What follows belongs to an exercise in optimizing a design on an open flow for small area, a short achievable clock period and few clock cycles per item; a production flow would make more cautious choices.
For this run, only the layout was checked, not whether the RTL still works.

$ cat design/flow/config.mk
export PLATFORM = sky130hd
export DESIGN_NAME = cordic_rot_top
export DESIGN_NICKNAME = cordic_rot_top
export VERILOG_FILES = /design/flow/design.v
export SDC_FILE = /design/flow/constraint.sdc
export NUM_CORES = 4
export LEC_CHECK = 0
export ABC_CLOCK_PERIOD_IN_PS = 3000
export CAP_MARGIN = 20
export CORE_MARGIN = 2
export CORE_UTILIZATION = 40
export CTS_CLUSTER_DIAMETER = 100
export CTS_CLUSTER_SIZE = 24
export SETUP_SLACK_MARGIN = 5
export SLEW_MARGIN = 20
$ cat design/flow/constraint.sdc
create_clock -name core_clock -period 8.5 [get_ports {clk}]
set_input_delay 1.7000 -clock core_clock [delete_from_list [all_inputs] [get_ports {clk}]]
set_output_delay 1.7000 -clock core_clock [all_outputs]
set_load 0.01 [all_outputs]
$ cat design/flow/design.v
package cordic_pkg;
    localparam int XY_W = 16;
    localparam int ANGLE_W = 32;
    localparam int MAX_ITER = 32;  
    localparam logic signed [31:0] ANG_PI = 32'sh8000_0000;
    localparam logic signed [31:0] ANG_PI_2 = 32'sh4000_0000;
    localparam logic signed [15:0] KINV_Q15 = 16'sd19898;  
    localparam int KINV_SHIFT = 15;
    localparam real PI = 3.14159265358979323846;
    function automatic logic signed [MAX_ITER-1:0] atan_lut(input int unsigned idx);
        case (idx)
          0: atan_lut = 32'sh2000_0000;
          1: atan_lut = 32'sh12E4_051D;
          2: atan_lut = 32'sh09FB_385B;
          3: atan_lut = 32'sh0511_11D4;
          4: atan_lut = 32'sh028B_0D43;
          5: atan_lut = 32'sh0145_77E1;
          6: atan_lut = 32'sh00A2_EC1E;
          7: atan_lut = 32'sh0051_F155;
          8: atan_lut = 32'sh0028_F953;
          9: atan_lut = 32'sh0014_7E6E;
          10: atan_lut = 32'sh000A_7CC8;
          11: atan_lut = 32'sh0005_3E64;
          12: atan_lut = 32'sh0002_9F32;
          13: atan_lut = 32'sh0001_4F99;
          14: atan_lut = 32'sh0000_A7CC;
          15: atan_lut = 32'sh0000_53E6;
          default: atan_lut = 32'sd0;
        endcase
    endfunction
endpackage
module cordic_preproc0 (
    input  logic signed [15:0] x_in,
    input  logic signed [15:0] y_in,
    input  logic [1:0]         q,
    output logic signed [17:0] x0,
    output logic signed [17:0] y0
);
    logic signed [17:0] xe, ye;
    assign xe = 18'(x_in);
    assign ye = 18'(y_in);
    assign x0 = (q == 2'b01) ? -ye : (q == 2'b10) ? ye : xe;
    assign y0 = (q == 2'b01) ? xe : (q == 2'b10) ? -xe : ye;
endmodule
module cordic_preproc (
    input  logic signed [15:0] x_in,
    input  logic signed [15:0] y_in,
    input  logic [1:0]         q,
    output logic signed [17:0] x1,
    output logic signed [17:0] y1
);
    logic signed [17:0] xe, ye, nxe;
    logic swap;                  
    assign xe = 18'(x_in);
    assign ye = 18'(y_in);
    assign nxe = -xe;
    assign swap = q[1] ^ q[0];
    logic [17:0] ax, bx, ay, by;
    logic cx, cy;
    assign ax = swap ? nxe : xe;
    assign bx = q[1] ? ye : ~ye;
    assign cx = ~q[1];
    assign ay = q[1] ? nxe : xe;
    assign by = swap ? ~ye : ye;
    assign cy = swap;
    logic [18:0] sx, sy;
    assign sx = {ax, 1'b1} + {bx, cx};
    assign sy = {ay, 1'b1} + {by, cy};
    assign x1 = sx[18:1];
    assign y1 = sy[18:1];
endmodule
module cordic_rotator (
    input  logic        clk,
    input  logic        rst_n,
    input  logic        ir,
    input  logic        ce,
    input  logic        in_valid,
    input  logic [15:0] x_start,
    input  logic [15:0] y_start,
    input  logic [31:0] angle,
    output logic        pv,
    output logic [31:0] res
);
    logic [16:0] v;
    always_ff @(posedge clk or negedge rst_n) begin
        if (!rst_n) v[0] <= 1'b0;
        else if (ir) v[0] <= in_valid;
    end
    always_ff @(posedge clk or negedge rst_n) begin
        if (!rst_n) v[16:1] <= '0;
        else if (ce) v[16:1] <= v[15:0];
    end
    assign pv = v[16];
    logic signed [17:0] x_0, y_0;
    cordic_preproc0 u_pre (.x_in(x_start), .y_in(y_start), .q(angle[31:30]), .x0(x_0), .y0(y_0));
    logic [29:0] z_1;
    assign z_1 = {~angle[29], angle[28:0]};
    logic d_0, d_1;
    assign d_0 = angle[31];
    assign d_1 = ~angle[29];
    logic [0:0] d_0_r;
    always_ff @(posedge clk) if (ir) d_0_r <= d_0;
    logic [16:0] x_0_r_q;
    always_ff @(posedge clk) if (ir) x_0_r_q <= x_0[16:0];
    logic signed [17:0] x_0_r;
    assign x_0_r = {{1{x_0_r_q[16]}}, x_0_r_q};
    logic [16:0] y_0_r_q;
    always_ff @(posedge clk) if (ir) y_0_r_q <= y_0[16:0];
    logic signed [17:0] y_0_r;
    assign y_0_r = {{1{y_0_r_q[16]}}, y_0_r_q};
    logic [29:0] z_1_r;
    always_ff @(posedge clk) if (ir) z_1_r <= z_1;
    logic d_1_s0;
    assign d_1_s0 = z_1_r[29];
    logic signed [17:0] x_1, y_1;
    logic signed [17:0] x_0_r_sh, y_0_r_sh;
    assign x_0_r_sh = x_0_r >>> 0;
    assign y_0_r_sh = y_0_r >>> 0;
    logic [18:0] x_1_w, y_1_w;
    assign x_1_w = {x_0_r, 1'b1} + {(d_0_r ? y_0_r_sh : ~y_0_r_sh), ~d_0_r};
    assign y_1_w = {y_0_r, 1'b1} + {(d_0_r ? ~x_0_r_sh : x_0_r_sh), d_0_r};
    assign x_1 = x_1_w[18:1];
    assign y_1 = y_1_w[18:1];
    logic signed [17:0] x_1_r;
    always_ff @(posedge clk) if (ce) x_1_r <= x_1;
    logic signed [17:0] y_1_r;
    always_ff @(posedge clk) if (ce) y_1_r <= y_1;
    logic [29:0] z_1_r_r;
    always_ff @(posedge clk) if (ce) z_1_r_r <= z_1_r;
    logic d_1_s1;
    assign d_1_s1 = z_1_r_r[29];
    logic signed [17:0] x_2, y_2;
    logic signed [17:0] x_1_r_sh, y_1_r_sh;
    assign x_1_r_sh = x_1_r >>> 1;
    assign y_1_r_sh = y_1_r >>> 1;
    logic [18:0] x_2_w, y_2_w;
    assign x_2_w = {x_1_r, 1'b1} + {(d_1_s1 ? y_1_r_sh : ~y_1_r_sh), ~d_1_s1};
    assign y_2_w = {y_1_r, 1'b1} + {(d_1_s1 ? ~x_1_r_sh : x_1_r_sh), d_1_s1};
    assign x_2 = x_2_w[18:1];
    assign y_2 = y_2_w[18:1];
    logic [29:0] z_2;
    assign z_2 = z_1_r_r[29:0] + (d_1_s1 ? 30'h12E4051D : 30'h2D1BFAE3);
    logic d_2;
    assign d_2 = z_2[29];
    logic signed [17:0] x_2_r;
    always_ff @(posedge clk) if (ce) x_2_r <= x_2;
    logic signed [17:0] y_2_r;
    always_ff @(posedge clk) if (ce) y_2_r <= y_2;
    logic [29:0] z_2_r;
    always_ff @(posedge clk) if (ce) z_2_r <= z_2;
    logic d_2_s2;
    assign d_2_s2 = z_2_r[29];
    logic signed [17:0] x_3, y_3;
    logic signed [17:0] x_2_r_sh, y_2_r_sh;
    assign x_2_r_sh = x_2_r >>> 2;
    assign y_2_r_sh = y_2_r >>> 2;
    logic [18:0] x_3_w, y_3_w;
    assign x_3_w = {x_2_r, 1'b1} + {(d_2_s2 ? y_2_r_sh : ~y_2_r_sh), ~d_2_s2};
    assign y_3_w = {y_2_r, 1'b1} + {(d_2_s2 ? ~x_2_r_sh : x_2_r_sh), d_2_s2};
    assign x_3 = x_3_w[18:1];
    assign y_3 = y_3_w[18:1];
    logic [28:0] z_3;
    assign z_3 = z_2_r[28:0] + (d_2_s2 ? 29'h9FB385B : 29'h1604C7A5);
    logic d_3;
    assign d_3 = z_3[28];
    logic signed [17:0] x_3_r;
    always_ff @(posedge clk) if (ce) x_3_r <= x_3;
    logic signed [17:0] y_3_r;
    always_ff @(posedge clk) if (ce) y_3_r <= y_3;
    logic [28:0] z_3_r;
    always_ff @(posedge clk) if (ce) z_3_r <= z_3;
    logic d_3_s3;
    assign d_3_s3 = z_3_r[28];
    logic signed [17:0] x_4, y_4;
    logic signed [17:0] x_3_r_sh, y_3_r_sh;
    assign x_3_r_sh = x_3_r >>> 3;
    assign y_3_r_sh = y_3_r >>> 3;
    logic [18:0] x_4_w, y_4_w;
    assign x_4_w = {x_3_r, 1'b1} + {(d_3_s3 ? y_3_r_sh : ~y_3_r_sh), ~d_3_s3};
    assign y_4_w = {y_3_r, 1'b1} + {(d_3_s3 ? ~x_3_r_sh : x_3_r_sh), d_3_s3};
    assign x_4 = x_4_w[18:1];
    assign y_4 = y_4_w[18:1];
    logic [27:0] z_4;
    assign z_4 = z_3_r[27:0] + (d_3_s3 ? 28'h51111D4 : 28'hAEEEE2C);
    logic d_4;
    assign d_4 = z_4[27];
    logic signed [17:0] x_4_r;
    always_ff @(posedge clk) if (ce) x_4_r <= x_4;
    logic signed [17:0] y_4_r;
    always_ff @(posedge clk) if (ce) y_4_r <= y_4;
    logic [27:0] z_4_r;
    always_ff @(posedge clk) if (ce) z_4_r <= z_4;
    logic d_4_s4;
    assign d_4_s4 = z_4_r[27];
    logic signed [17:0] x_5, y_5;
    logic signed [17:0] x_4_r_sh, y_4_r_sh;
    assign x_4_r_sh = x_4_r >>> 4;
    assign y_4_r_sh = y_4_r >>> 4;
    logic [18:0] x_5_w, y_5_w;
    assign x_5_w = {x_4_r, 1'b1} + {(d_4_s4 ? y_4_r_sh : ~y_4_r_sh), ~d_4_s4};
    assign y_5_w = {y_4_r, 1'b1} + {(d_4_s4 ? ~x_4_r_sh : x_4_r_sh), d_4_s4};
    assign x_5 = x_5_w[18:1];
    assign y_5 = y_5_w[18:1];
    logic [26:0] z_5;
    assign z_5 = z_4_r[26:0] + (d_4_s4 ? 27'h28B0D43 : 27'h574F2BD);
    logic d_5;
    assign d_5 = z_5[26];
    logic signed [17:0] x_5_r;
    always_ff @(posedge clk) if (ce) x_5_r <= x_5;
    logic signed [17:0] y_5_r;
    always_ff @(posedge clk) if (ce) y_5_r <= y_5;
    logic [26:0] z_5_r;
    always_ff @(posedge clk) if (ce) z_5_r <= z_5;
    logic d_5_s5;
    assign d_5_s5 = z_5_r[26];
    logic signed [17:0] x_6, y_6;
    logic signed [17:0] x_5_r_sh, y_5_r_sh;
    assign x_5_r_sh = x_5_r >>> 5;
    assign y_5_r_sh = y_5_r >>> 5;
    logic [18:0] x_6_w, y_6_w;
    assign x_6_w = {x_5_r, 1'b1} + {(d_5_s5 ? y_5_r_sh : ~y_5_r_sh), ~d_5_s5};
    assign y_6_w = {y_5_r, 1'b1} + {(d_5_s5 ? ~x_5_r_sh : x_5_r_sh), d_5_s5};
    assign x_6 = x_6_w[18:1];
    assign y_6 = y_6_w[18:1];
    logic [25:0] z_6;
    assign z_6 = z_5_r[25:0] + (d_5_s5 ? 26'h14577E1 : 26'h2BA881F);
    logic d_6;
    assign d_6 = z_6[25];
    logic signed [17:0] x_6_r;
    always_ff @(posedge clk) if (ce) x_6_r <= x_6;
    logic signed [17:0] y_6_r;
    always_ff @(posedge clk) if (ce) y_6_r <= y_6;
    logic [25:0] z_6_r;
    always_ff @(posedge clk) if (ce) z_6_r <= z_6;
    logic d_6_s6;
    assign d_6_s6 = z_6_r[25];
    logic signed [17:0] x_7, y_7;
    logic signed [17:0] x_6_r_sh, y_6_r_sh;
    assign x_6_r_sh = x_6_r >>> 6;
    assign y_6_r_sh = y_6_r >>> 6;
    logic [18:0] x_7_w, y_7_w;
    assign x_7_w = {x_6_r, 1'b1} + {(d_6_s6 ? y_6_r_sh : ~y_6_r_sh), ~d_6_s6};
    assign y_7_w = {y_6_r, 1'b1} + {(d_6_s6 ? ~x_6_r_sh : x_6_r_sh), d_6_s6};
    assign x_7 = x_7_w[18:1];
    assign y_7 = y_7_w[18:1];
    logic [24:0] z_7;
    assign z_7 = z_6_r[24:0] + (d_6_s6 ? 25'hA2EC1E : 25'h15D13E2);
    logic d_7;
    assign d_7 = z_7[24];
    logic signed [17:0] x_7_r;
    always_ff @(posedge clk) if (ce) x_7_r <= x_7;
    logic signed [17:0] y_7_r;
    always_ff @(posedge clk) if (ce) y_7_r <= y_7;
    logic [24:0] z_7_r;
    always_ff @(posedge clk) if (ce) z_7_r <= z_7;
    logic d_7_s7;
    assign d_7_s7 = z_7_r[24];
    logic signed [17:0] x_8, y_8;
    logic signed [17:0] x_7_r_sh, y_7_r_sh;
    assign x_7_r_sh = x_7_r >>> 7;
    assign y_7_r_sh = y_7_r >>> 7;
    logic [18:0] x_8_w, y_8_w;
    assign x_8_w = {x_7_r, 1'b1} + {(d_7_s7 ? y_7_r_sh : ~y_7_r_sh), ~d_7_s7};
    assign y_8_w = {y_7_r, 1'b1} + {(d_7_s7 ? ~x_7_r_sh : x_7_r_sh), d_7_s7};
    assign x_8 = x_8_w[18:1];
    assign y_8 = y_8_w[18:1];
    logic [23:0] z_8;
    assign z_8 = z_7_r[23:0] + (d_7_s7 ? 24'h51F155 : 24'hAE0EAB);
    logic d_8;
    assign d_8 = z_8[23];
    logic signed [17:0] x_8_r;
    always_ff @(posedge clk) if (ce) x_8_r <= x_8;
    logic signed [17:0] y_8_r;
    always_ff @(posedge clk) if (ce) y_8_r <= y_8;
    logic [23:0] z_8_r;
    always_ff @(posedge clk) if (ce) z_8_r <= z_8;
    logic d_8_s8;
    assign d_8_s8 = z_8_r[23];
    logic signed [17:0] x_9, y_9;
    logic signed [17:0] x_8_r_sh, y_8_r_sh;
    assign x_8_r_sh = x_8_r >>> 8;
    assign y_8_r_sh = y_8_r >>> 8;
    logic [18:0] x_9_w, y_9_w;
    assign x_9_w = {x_8_r, 1'b1} + {(d_8_s8 ? y_8_r_sh : ~y_8_r_sh), ~d_8_s8};
    assign y_9_w = {y_8_r, 1'b1} + {(d_8_s8 ? ~x_8_r_sh : x_8_r_sh), d_8_s8};
    assign x_9 = x_9_w[18:1];
    assign y_9 = y_9_w[18:1];
    logic [22:0] z_9;
    assign z_9 = z_8_r[22:0] + (d_8_s8 ? 23'h28F953 : 23'h5706AD);
    logic d_9;
    assign d_9 = z_9[22];
    logic signed [17:0] x_9_r;
    always_ff @(posedge clk) if (ce) x_9_r <= x_9;
    logic signed [17:0] y_9_r;
    always_ff @(posedge clk) if (ce) y_9_r <= y_9;
    logic [22:0] z_9_r;
    always_ff @(posedge clk) if (ce) z_9_r <= z_9;
    logic d_9_s9;
    assign d_9_s9 = z_9_r[22];
    logic signed [17:0] x_10, y_10;
    logic signed [17:0] x_9_r_sh, y_9_r_sh;
    assign x_9_r_sh = x_9_r >>> 9;
    assign y_9_r_sh = y_9_r >>> 9;
    logic [18:0] x_10_w, y_10_w;
    assign x_10_w = {x_9_r, 1'b1} + {(d_9_s9 ? y_9_r_sh : ~y_9_r_sh), ~d_9_s9};
    assign y_10_w = {y_9_r, 1'b1} + {(d_9_s9 ? ~x_9_r_sh : x_9_r_sh), d_9_s9};
    assign x_10 = x_10_w[18:1];
    assign y_10 = y_10_w[18:1];
    logic [21:0] z_10;
    assign z_10 = z_9_r[21:0] + (d_9_s9 ? 22'h147E6E : 22'h2B8192);
    logic d_10;
    assign d_10 = z_10[21];
    logic signed [17:0] x_10_r;
    always_ff @(posedge clk) if (ce) x_10_r <= x_10;
    logic signed [17:0] y_10_r;
    always_ff @(posedge clk) if (ce) y_10_r <= y_10;
    logic [21:0] z_10_r;
    always_ff @(posedge clk) if (ce) z_10_r <= z_10;
    logic d_10_s10;
    assign d_10_s10 = z_10_r[21];
    logic signed [17:0] x_11, y_11;
    logic signed [17:0] x_10_r_sh, y_10_r_sh;
    assign x_10_r_sh = x_10_r >>> 10;
    assign y_10_r_sh = y_10_r >>> 10;
    logic [18:0] x_11_w, y_11_w;
    assign x_11_w = {x_10_r, 1'b1} + {(d_10_s10 ? y_10_r_sh : ~y_10_r_sh), ~d_10_s10};
    assign y_11_w = {y_10_r, 1'b1} + {(d_10_s10 ? ~x_10_r_sh : x_10_r_sh), d_10_s10};
    assign x_11 = x_11_w[18:1];
    assign y_11 = y_11_w[18:1];
    logic [20:0] z_11;
    assign z_11 = z_10_r[20:0] + (d_10_s10 ? 21'hA7CC8 : 21'h158338);
    logic d_11;
    assign d_11 = z_11[20];
    logic signed [17:0] x_11_r;
    always_ff @(posedge clk) if (ce) x_11_r <= x_11;
    logic signed [17:0] y_11_r;
    always_ff @(posedge clk) if (ce) y_11_r <= y_11;
    logic [20:0] z_11_r;
    always_ff @(posedge clk) if (ce) z_11_r <= z_11;
    logic d_11_s11;
    assign d_11_s11 = z_11_r[20];
    logic signed [17:0] x_12, y_12;
    logic signed [17:0] x_11_r_sh, y_11_r_sh;
    assign x_11_r_sh = x_11_r >>> 11;
    assign y_11_r_sh = y_11_r >>> 11;
    logic [18:0] x_12_w, y_12_w;
    assign x_12_w = {x_11_r, 1'b1} + {(d_11_s11 ? y_11_r_sh : ~y_11_r_sh), ~d_11_s11};
    assign y_12_w = {y_11_r, 1'b1} + {(d_11_s11 ? ~x_11_r_sh : x_11_r_sh), d_11_s11};
    assign x_12 = x_12_w[18:1];
    assign y_12 = y_12_w[18:1];
    logic [19:0] z_12;
    assign z_12 = z_11_r[19:0] + (d_11_s11 ? 20'h53E64 : 20'hAC19C);
    logic d_12;
    assign d_12 = z_12[19];
    logic signed [17:0] x_12_r;
    always_ff @(posedge clk) if (ce) x_12_r <= x_12;
    logic signed [17:0] y_12_r;
    always_ff @(posedge clk) if (ce) y_12_r <= y_12;
    logic [19:0] z_12_r;
    always_ff @(posedge clk) if (ce) z_12_r <= z_12;
    logic d_12_s12;
    assign d_12_s12 = z_12_r[19];
    logic signed [17:0] x_13, y_13;
    logic signed [17:0] x_12_r_sh, y_12_r_sh;
    assign x_12_r_sh = x_12_r >>> 12;
    assign y_12_r_sh = y_12_r >>> 12;
    logic [18:0] x_13_w, y_13_w;
    assign x_13_w = {x_12_r, 1'b1} + {(d_12_s12 ? y_12_r_sh : ~y_12_r_sh), ~d_12_s12};
    assign y_13_w = {y_12_r, 1'b1} + {(d_12_s12 ? ~x_12_r_sh : x_12_r_sh), d_12_s12};
    assign x_13 = x_13_w[18:1];
    assign y_13 = y_13_w[18:1];
    logic [18:0] z_13;
    assign z_13 = z_12_r[18:0] + (d_12_s12 ? 19'h29F32 : 19'h560CE);
    logic d_13;
    assign d_13 = z_13[18];
    logic signed [17:0] x_13_r;
    always_ff @(posedge clk) if (ce) x_13_r <= x_13;
    logic signed [17:0] y_13_r;
    always_ff @(posedge clk) if (ce) y_13_r <= y_13;
    logic [18:0] z_13_r;
    always_ff @(posedge clk) if (ce) z_13_r <= z_13;
    logic d_13_s13;
    assign d_13_s13 = z_13_r[18];
    logic signed [17:0] x_14, y_14;
    logic signed [17:0] x_13_r_sh, y_13_r_sh;
    assign x_13_r_sh = x_13_r >>> 13;
    assign y_13_r_sh = y_13_r >>> 13;
    logic [18:0] x_14_w, y_14_w;
    assign x_14_w = {x_13_r, 1'b1} + {(d_13_s13 ? y_13_r_sh : ~y_13_r_sh), ~d_13_s13};
    assign y_14_w = {y_13_r, 1'b1} + {(d_13_s13 ? ~x_13_r_sh : x_13_r_sh), d_13_s13};
    assign x_14 = x_14_w[18:1];
    assign y_14 = y_14_w[18:1];
    logic [17:0] z_14;
    assign z_14 = z_13_r[17:0] + (d_13_s13 ? 18'h14F99 : 18'h2B067);
    logic d_14;
    assign d_14 = z_14[17];
    logic signed [17:0] x_14_r;
    always_ff @(posedge clk) if (ce) x_14_r <= x_14;
    logic signed [17:0] y_14_r;
    always_ff @(posedge clk) if (ce) y_14_r <= y_14;
    logic [17:0] z_14_r;
    always_ff @(posedge clk) if (ce) z_14_r <= z_14;
    logic d_14_s14;
    assign d_14_s14 = z_14_r[17];
    logic signed [17:0] x_15, y_15;
    logic signed [17:0] x_14_r_sh, y_14_r_sh;
    assign x_14_r_sh = x_14_r >>> 14;
    assign y_14_r_sh = y_14_r >>> 14;
    logic [18:0] x_15_w, y_15_w;
    assign x_15_w = {x_14_r, 1'b1} + {(d_14_s14 ? y_14_r_sh : ~y_14_r_sh), ~d_14_s14};
    assign y_15_w = {y_14_r, 1'b1} + {(d_14_s14 ? ~x_14_r_sh : x_14_r_sh), d_14_s14};
    assign x_15 = x_15_w[18:1];
    assign y_15 = y_15_w[18:1];
    logic [16:0] z_15;
    assign z_15 = z_14_r[16:0] + (d_14_s14 ? 17'hA7CC : 17'h15834);
    logic d_15;
    assign d_15 = z_15[16];
    logic [0:0] d_15_r;
    always_ff @(posedge clk) if (ce) d_15_r <= d_15;
    logic signed [17:0] x_15_r;
    always_ff @(posedge clk) if (ce) x_15_r <= x_15;
    logic signed [17:0] y_15_r;
    always_ff @(posedge clk) if (ce) y_15_r <= y_15;
    logic [30:0] c_e;
    assign c_e = 31'(x_15_r);
    logic [30:0] c_t [0:5];
    assign c_t[0] = c_e << 14;
    assign c_t[1] = c_e << 12;
    assign c_t[2] = (~c_e) << 9;
    assign c_t[3] = (~c_e) << 6;
    assign c_t[4] = (~c_e) << 3;
    assign c_t[5] = c_e << 1;
    logic signed [3:0] c_dv;
    logic signed [17:0] c_o15;
    assign c_o15 = y_15_r >>> 15;
    assign c_dv = d_15_r ? 4'(c_o15) : -(4'(c_o15));
    logic [30:0] c_kd;
    always_comb begin
        case (c_dv)
            -4'sd4: c_kd = 31'h7FFEC918;
            -4'sd3: c_kd = 31'h7FFF16D2;
            -4'sd2: c_kd = 31'h7FFF648C;
            -4'sd1: c_kd = 31'h7FFFB246;
            4'sd0: c_kd = 31'h0;
            4'sd1: c_kd = 31'h4DBA;
            4'sd2: c_kd = 31'h9B74;
            4'sd3: c_kd = 31'hE92E;
            4'sd4: c_kd = 31'h136E8;
            default: c_kd = 31'h0;
        endcase
    end
    logic [17:0] c_lo;
    assign c_lo = 18'(c_t[0][14:0]) + 18'(c_t[1][14:0]) + 18'(c_t[2][14:0]) + 18'(c_t[3][14:0]) + 18'(c_t[4][14:0]) + 18'(c_t[5][14:0]) + 18'(c_kd[14:0]) + 18'd584;
    logic [15:0] c_ha, c_hb;
    assign c_ha = c_t[0][30:15] + c_t[1][30:15] + c_t[2][30:15];
    assign c_hb = c_t[3][30:15] + c_t[4][30:15] + c_t[5][30:15] + c_kd[30:15];
    logic [2:0] c_cr;
    logic [15:0] c_har, c_hbr;
    always_ff @(posedge clk) if (ce) begin c_cr <= c_lo[17:15]; c_har <= c_ha; c_hbr <= c_hb; end
    logic [15:0] c_o;
    assign c_o = c_har + c_hbr + 16'(c_cr);
    logic [30:0] s_e;
    assign s_e = 31'(y_15_r);
    logic [30:0] s_t [0:5];
    assign s_t[0] = s_e << 14;
    assign s_t[1] = s_e << 12;
    assign s_t[2] = (~s_e) << 9;
    assign s_t[3] = (~s_e) << 6;
    assign s_t[4] = (~s_e) << 3;
    assign s_t[5] = s_e << 1;
    logic signed [3:0] s_dv;
    logic signed [17:0] s_o15;
    assign s_o15 = x_15_r >>> 15;
    assign s_dv = d_15_r ? -(4'(s_o15)) : 4'(s_o15);
    logic [30:0] s_kd;
    always_comb begin
        case (s_dv)
            -4'sd4: s_kd = 31'h7FFEC918;
            -4'sd3: s_kd = 31'h7FFF16D2;
            -4'sd2: s_kd = 31'h7FFF648C;
            -4'sd1: s_kd = 31'h7FFFB246;
            4'sd0: s_kd = 31'h0;
            4'sd1: s_kd = 31'h4DBA;
            4'sd2: s_kd = 31'h9B74;
            4'sd3: s_kd = 31'hE92E;
            4'sd4: s_kd = 31'h136E8;
            default: s_kd = 31'h0;
        endcase
    end
    logic [17:0] s_lo;
    assign s_lo = 18'(s_t[0][14:0]) + 18'(s_t[1][14:0]) + 18'(s_t[2][14:0]) + 18'(s_t[3][14:0]) + 18'(s_t[4][14:0]) + 18'(s_t[5][14:0]) + 18'(s_kd[14:0]) + 18'd584;
    logic [15:0] s_ha, s_hb;
    assign s_ha = s_t[0][30:15] + s_t[1][30:15] + s_t[2][30:15];
    assign s_hb = s_t[3][30:15] + s_t[4][30:15] + s_t[5][30:15] + s_kd[30:15];
    logic [2:0] s_cr;
    logic [15:0] s_har, s_hbr;
    always_ff @(posedge clk) if (ce) begin s_cr <= s_lo[17:15]; s_har <= s_ha; s_hbr <= s_hb; end
    logic [15:0] s_o;
    assign s_o = s_har + s_hbr + 16'(s_cr);
    assign res = {c_o, s_o};
endmodule
module cordic_rot_top (
    input logic clk,
    input logic rst_n,
    input logic in_valid,
    output logic in_ready,
    input logic signed [15:0] x_start,
    input logic signed [15:0] y_start,
    input logic signed [31:0] angle,
    output logic out_valid,
    input logic out_ready,
    output logic signed [15:0] cosine,
    output logic signed [15:0] sine
);
    logic ir, ce;
    logic pv;
    logic [31:0] pres;
    cordic_rotator u_rot (
        .clk(clk), .rst_n(rst_n), .ir(ir), .ce(ce), .in_valid(in_valid),
        .x_start(x_start), .y_start(y_start), .angle(angle),
        .pv(pv), .res(pres)
    );
    logic [31:0] main_q, skid_q;
    logic ov, sv;
    logic push, pop, sv_n;
    assign push = ce & pv;
    assign pop = ov & out_ready;
    assign sv_n = sv ? ~pop : (push & ov & ~pop);
    always_ff @(posedge clk) begin
        if (push) skid_q <= pres;
        if (~ov | out_ready) main_q <= sv ? skid_q : pres;
    end
    always_ff @(posedge clk or negedge rst_n) begin
        if (!rst_n) begin
            ov <= 1'b0;
            sv <= 1'b0;
            ir <= 1'b1;
            ce <= 1'b0;
        end else begin
            if (~ov | out_ready) ov <= sv | push;
            sv <= sv_n;
            ir <= ~sv_n;
            ce <= ~sv_n;
        end
    end
    assign in_ready = ir;
    assign out_valid = ov;
    assign cosine = main_q[31:16];
    assign sine = main_q[15:0];
endmodule
$ cat design/flow/run.sh
#!/bin/bash
# synth_recipe.tcl (not shown) runs the flow's synth.tcl, then flattens the netlist and writes it again
# the make line also repeats each setting of config.mk as NAME=value (left out here)
make -C /OpenROAD-flow-scripts/flow DESIGN_CONFIG=/design/flow/config.mk WORK_HOME=/design/flow/orfs CLKGATE_MAP_FILE= SYNTH_SCRIPT=/design/flow/synth_recipe.tcl finish
==> flow_metrics.tcl <==
set metrics [dict create \
    rsz0062_at_grt "true" \
    synth_cell_types 91 \
    async_flop_share_pct 1.91 \
    core-area_um2 207000 \
    finalHoldViolCount 0 \
    outcome "finished clean" \
    critPathKind "flop to flop" \
    initial_utilization_pct 40.1 \
    fin_area_um2 94100 \
    hold_buffers 0 \
    nNetsFinal 9448 \
    min_period_ns 4.83 \
    wl_per_cell_um 17.2 \
    setup-tns-final_ns 0 \
    grt_first_pass_wirelength_um 298000 \
    synth_area_um2 82900 \
    place_inst 10605 \
    cts_buffers 59 \
    vias_per_cell 5.40 \
    synth_edf_count 1080 \
    drtAntennaViolNets 0 \
    maxCapViolCount 0 \
    slew_viol_final 0 \
    synthTopCellsByArea "edfxtp_1, ha_1, xnor2_1" \
    postRouteWirelength_um 189000 \
    synthFlopType "edfxtp_1" \
    synth_common_cells "edfxtp_1, ha_1, xnor2_1" \
    ys_seq_area_share_pct 39.8 \
    grt_max_degree 174 \
    synthToLayoutAreaGrowth_pct 13.5 \
    vias 59404 \
    yosysMostFrequentCell "edfxtp_1" \
    cts_root_buf "clkbuf_16" \
    tightest_slew_ns 1.06 \
    cp-start-kind "flop" \
    clk_transition_reported_paths_ns 0.10 \
    drive_gt1_share_pct 10.4 \
    drt_first_pass_iters 5 \
    syn-num-nets 9044 \
    antenna_found_initial 2 \
    rrSetupSlack_ns 3.67 \
    yosys.area.top_type_share_pct 39.1 \
    clock_skew_ns 0.0647 \
    grt-ovfl-total 0 \
    yosysTopAreaCell "edfxtp_1" \
    critPathCaptureType "flop" \
    required_ns 9.09 \
    routabilityCongestion 0.846 \
    relSlewSlack_pct 28.7 \
    die_w_um 459 \
    rows 167 \
    dp_hpwl_um 137000 \
    arrival_ns 5.42 \
    track_usage_pct 17.1 \
    cts_sinks 1101 \
    grt_pass1_vias 58083 \
    setup_viol 0 \
    drcViolationCount 0 \
    r2r-start "u_rot.x_15_r[16]" \
    hp-start "u_rot.z_10_r[1]" \
    rr_worst_depth 21 \
    crit_start "u_rot.x_15_r[16]" \
    crit_fanout 4 \
    drt_iter0_markers 3396 \
    die-height_um 459 \
    crit_end "u_rot.s_hbr[11]" \
    syn_inst 7849 \
    fmax_mhz 207 \
    clkLatencyLatePin_ns 0.78 \
    utilization_pct 45.5 \
    cts_tree "done" \
    clockBufferDepth 3 \
    fin_crit_sh_pct 56.8 \
    synth_warnings 4 \
    die_area_um2 211000 \
    ios 102 \
    syn_avg_cell_area_um2 10.6 \
    detailed_place.area_um2 87500 \
    stdcell_count 11000 \
    htree_levels 2 \
    hp-class "flop to flop" \
    ys_seq_elements 1101 \
    portBuffers 101 \
    r2r-end "u_rot.s_hbr[11]" \
]
[state kept, by name, indices dropped and copies added (netlist names), 19 cells and up]
name,cells
u_rot.z_11_r,21
u_rot.z_5_r,27
u_rot.z_13_r,19
main_q,32
u_rot.z_8_r,24
u_rot.z_2_r,30
u_rot.z_7_r,25
u_rot.z_6_r,26
skid_q,32
u_rot.z_12_r,20
u_rot.z_4_r,28
u_rot.z_10_r,22
u_rot.z_1_r_r,30
u_rot.z_1_r,30
u_rot.z_9_r,23
u_rot.z_3_r,29
[cell type report]
type	count	area, µm²
Antenna cell	2	5.00
Clock buffer	81	1660
Clock inverter	21	260
Fill cell	18852	113000
Inverter	466	1850
Multi-Input combinational cell	6190	49600
Sequential cell	1101	33000
Tap cell	2704	3380
Timing Repair Buffer	435	4340
[worst max-delay path: stages (launching register included)]
cell        delay (ns)
edfxtp_1          0.49
clkinvlp_4        0.19
buf_6             0.15
ha_4              0.14
a21o_4            0.25
xnor2_4           0.26
nand2_1           0.12
a21oi_2           0.16
fa_1              0.44
fa_1              0.52
ha_2              0.20
inv_2             0.04
fa_2              0.36
nor2b_2           0.13
o21ai_2           0.07
a21boi_2          0.19
o21ai_2           0.09
a21boi_2          0.16
o21a_1            0.18
o21ai_2           0.08
and4b_1           0.21
a2111oi_2         0.20
[cell families (layout without fill, tap and decap cells)]
| group | count (synthesis) | in the layout | synth area share, % |
|---|---|---|---|
| other | 0 | 2 | 0 |
| and+or+nand+nor | 1955 | 1955 | 11.7 |
| adders and majority gates | 1127 | 1127 | 18.3 |
| AOI/OAI and AO/OA | 1871 | 1871 | 14.4 |
| muxes | 87 | 87 | 1.11 |
| DFF | 1101 | 1101 | 39.8 |
| xor gates and xnor gates | 1150 | 1150 | 12.1 |
| buffers and inverters | 558 | 1003 | 2.56 |
[timing repair]
item	CTS	global route
setup buffers	182	94
gates resized for setup	262	245
endpoints found under the setup margin	228	176
gates cloned	6	9
pin swaps	132	145
hold endpoints to repair	0	0
[layout by cell type (no fill, tap or decap), types with 38 or more instances in the layout]
master,instances
or4_1,38
a21o_1,169
inv_1,432
fa_1,133
xnor2_1,734
buf_4,248
o21bai_1,93
nor2b_1,111
a21oi_2,59
o21ai_1,54
mux2_2,38
nand3_1,133
o21a_1,71
clkdlybuf4s50_1,94
clkbuf_16,72
a31oi_1,74
xor2_1,396
ha_1,961
a21oi_1,564
a211oi_1,51
edfxtp_1,1080
buf_6,44
nand4_1,39
nand2b_1,109
nand2_1,412
and3_1,108
nor3_1,226
mux2i_1,46
o21ai_0,305
nor2_1,486
or3_1,92
nor4_1,53
[through the flow]
| stage | setup slack, ns | hold slack, ns |
|---|---|---|
| 6_report | 3.67 | 0.396 |
| 5_1_grt | 3.40 | 0.390 |
| 4_1_cts | 3.73 | 0.389 |
| 3_5_place_dp | 2.31 | 0.405 |
| 3_3_place_gp | 2.43 | 0.405 |
| 2_1_floorplan | 0.626 | 0.400 |
[how the worst min path moves through the flow]
stage                        to  depth (start not counted)
5_1_grt         u_rot.z_11_r[1]                          0
3_5_place_dp   u_rot.z_1_r_r[7]                          0
4_1_cts         u_rot.z_11_r[1]                          0
2_1_floorplan   u_rot.z_10_r[0]                          0
6_report        u_rot.z_11_r[1]                          0
3_3_place_gp    u_rot.z_11_r[1]                          0
[per-layer routing]
| layer | vias up | wire, µm | part of all wire, % | GRT usage (%) |
|---|---|---|---|---|
| met5 | - | 0 | 0 | 0 |
| met4 | 0 | 4240 | 2.2 | 3.84 |
| met3 | 217 | 5270 | 2.8 | 1.46 |
| met2 | 875 | 93300 | 49 | 30.3 |
| met1 | 28557 | 86300 | 46 | 22.5 |
| li1 | 29755 | - | - | - |

## re-timing with driven ports
Ports are ideal in the flow. The routed layout listed here was re-timed in OpenROAD.
Step 1 sets driving cells, clkbuf_16 on the clock port and buf_2 on the other inputs (assumed; they add their load-dependent delay and slew).
Step 2 also shifts input and output timing later by t, the mid clock arrival at the registers, as if the neighbouring blocks saw the same clock.
Three values: ideal, step 1, step 2; two values: the first two.
shift t [ns]: 0.837
slack for setup (ns): 3.674 / 3.674 / 3.674
worst setup path after step 2: register to register
worst slew at a driven data input, ns: 0.09
After both steps this run still meets setup and hold. The setup slack of this run moves by 0.000 ns with the drivers and by 0.000 ns with both steps.
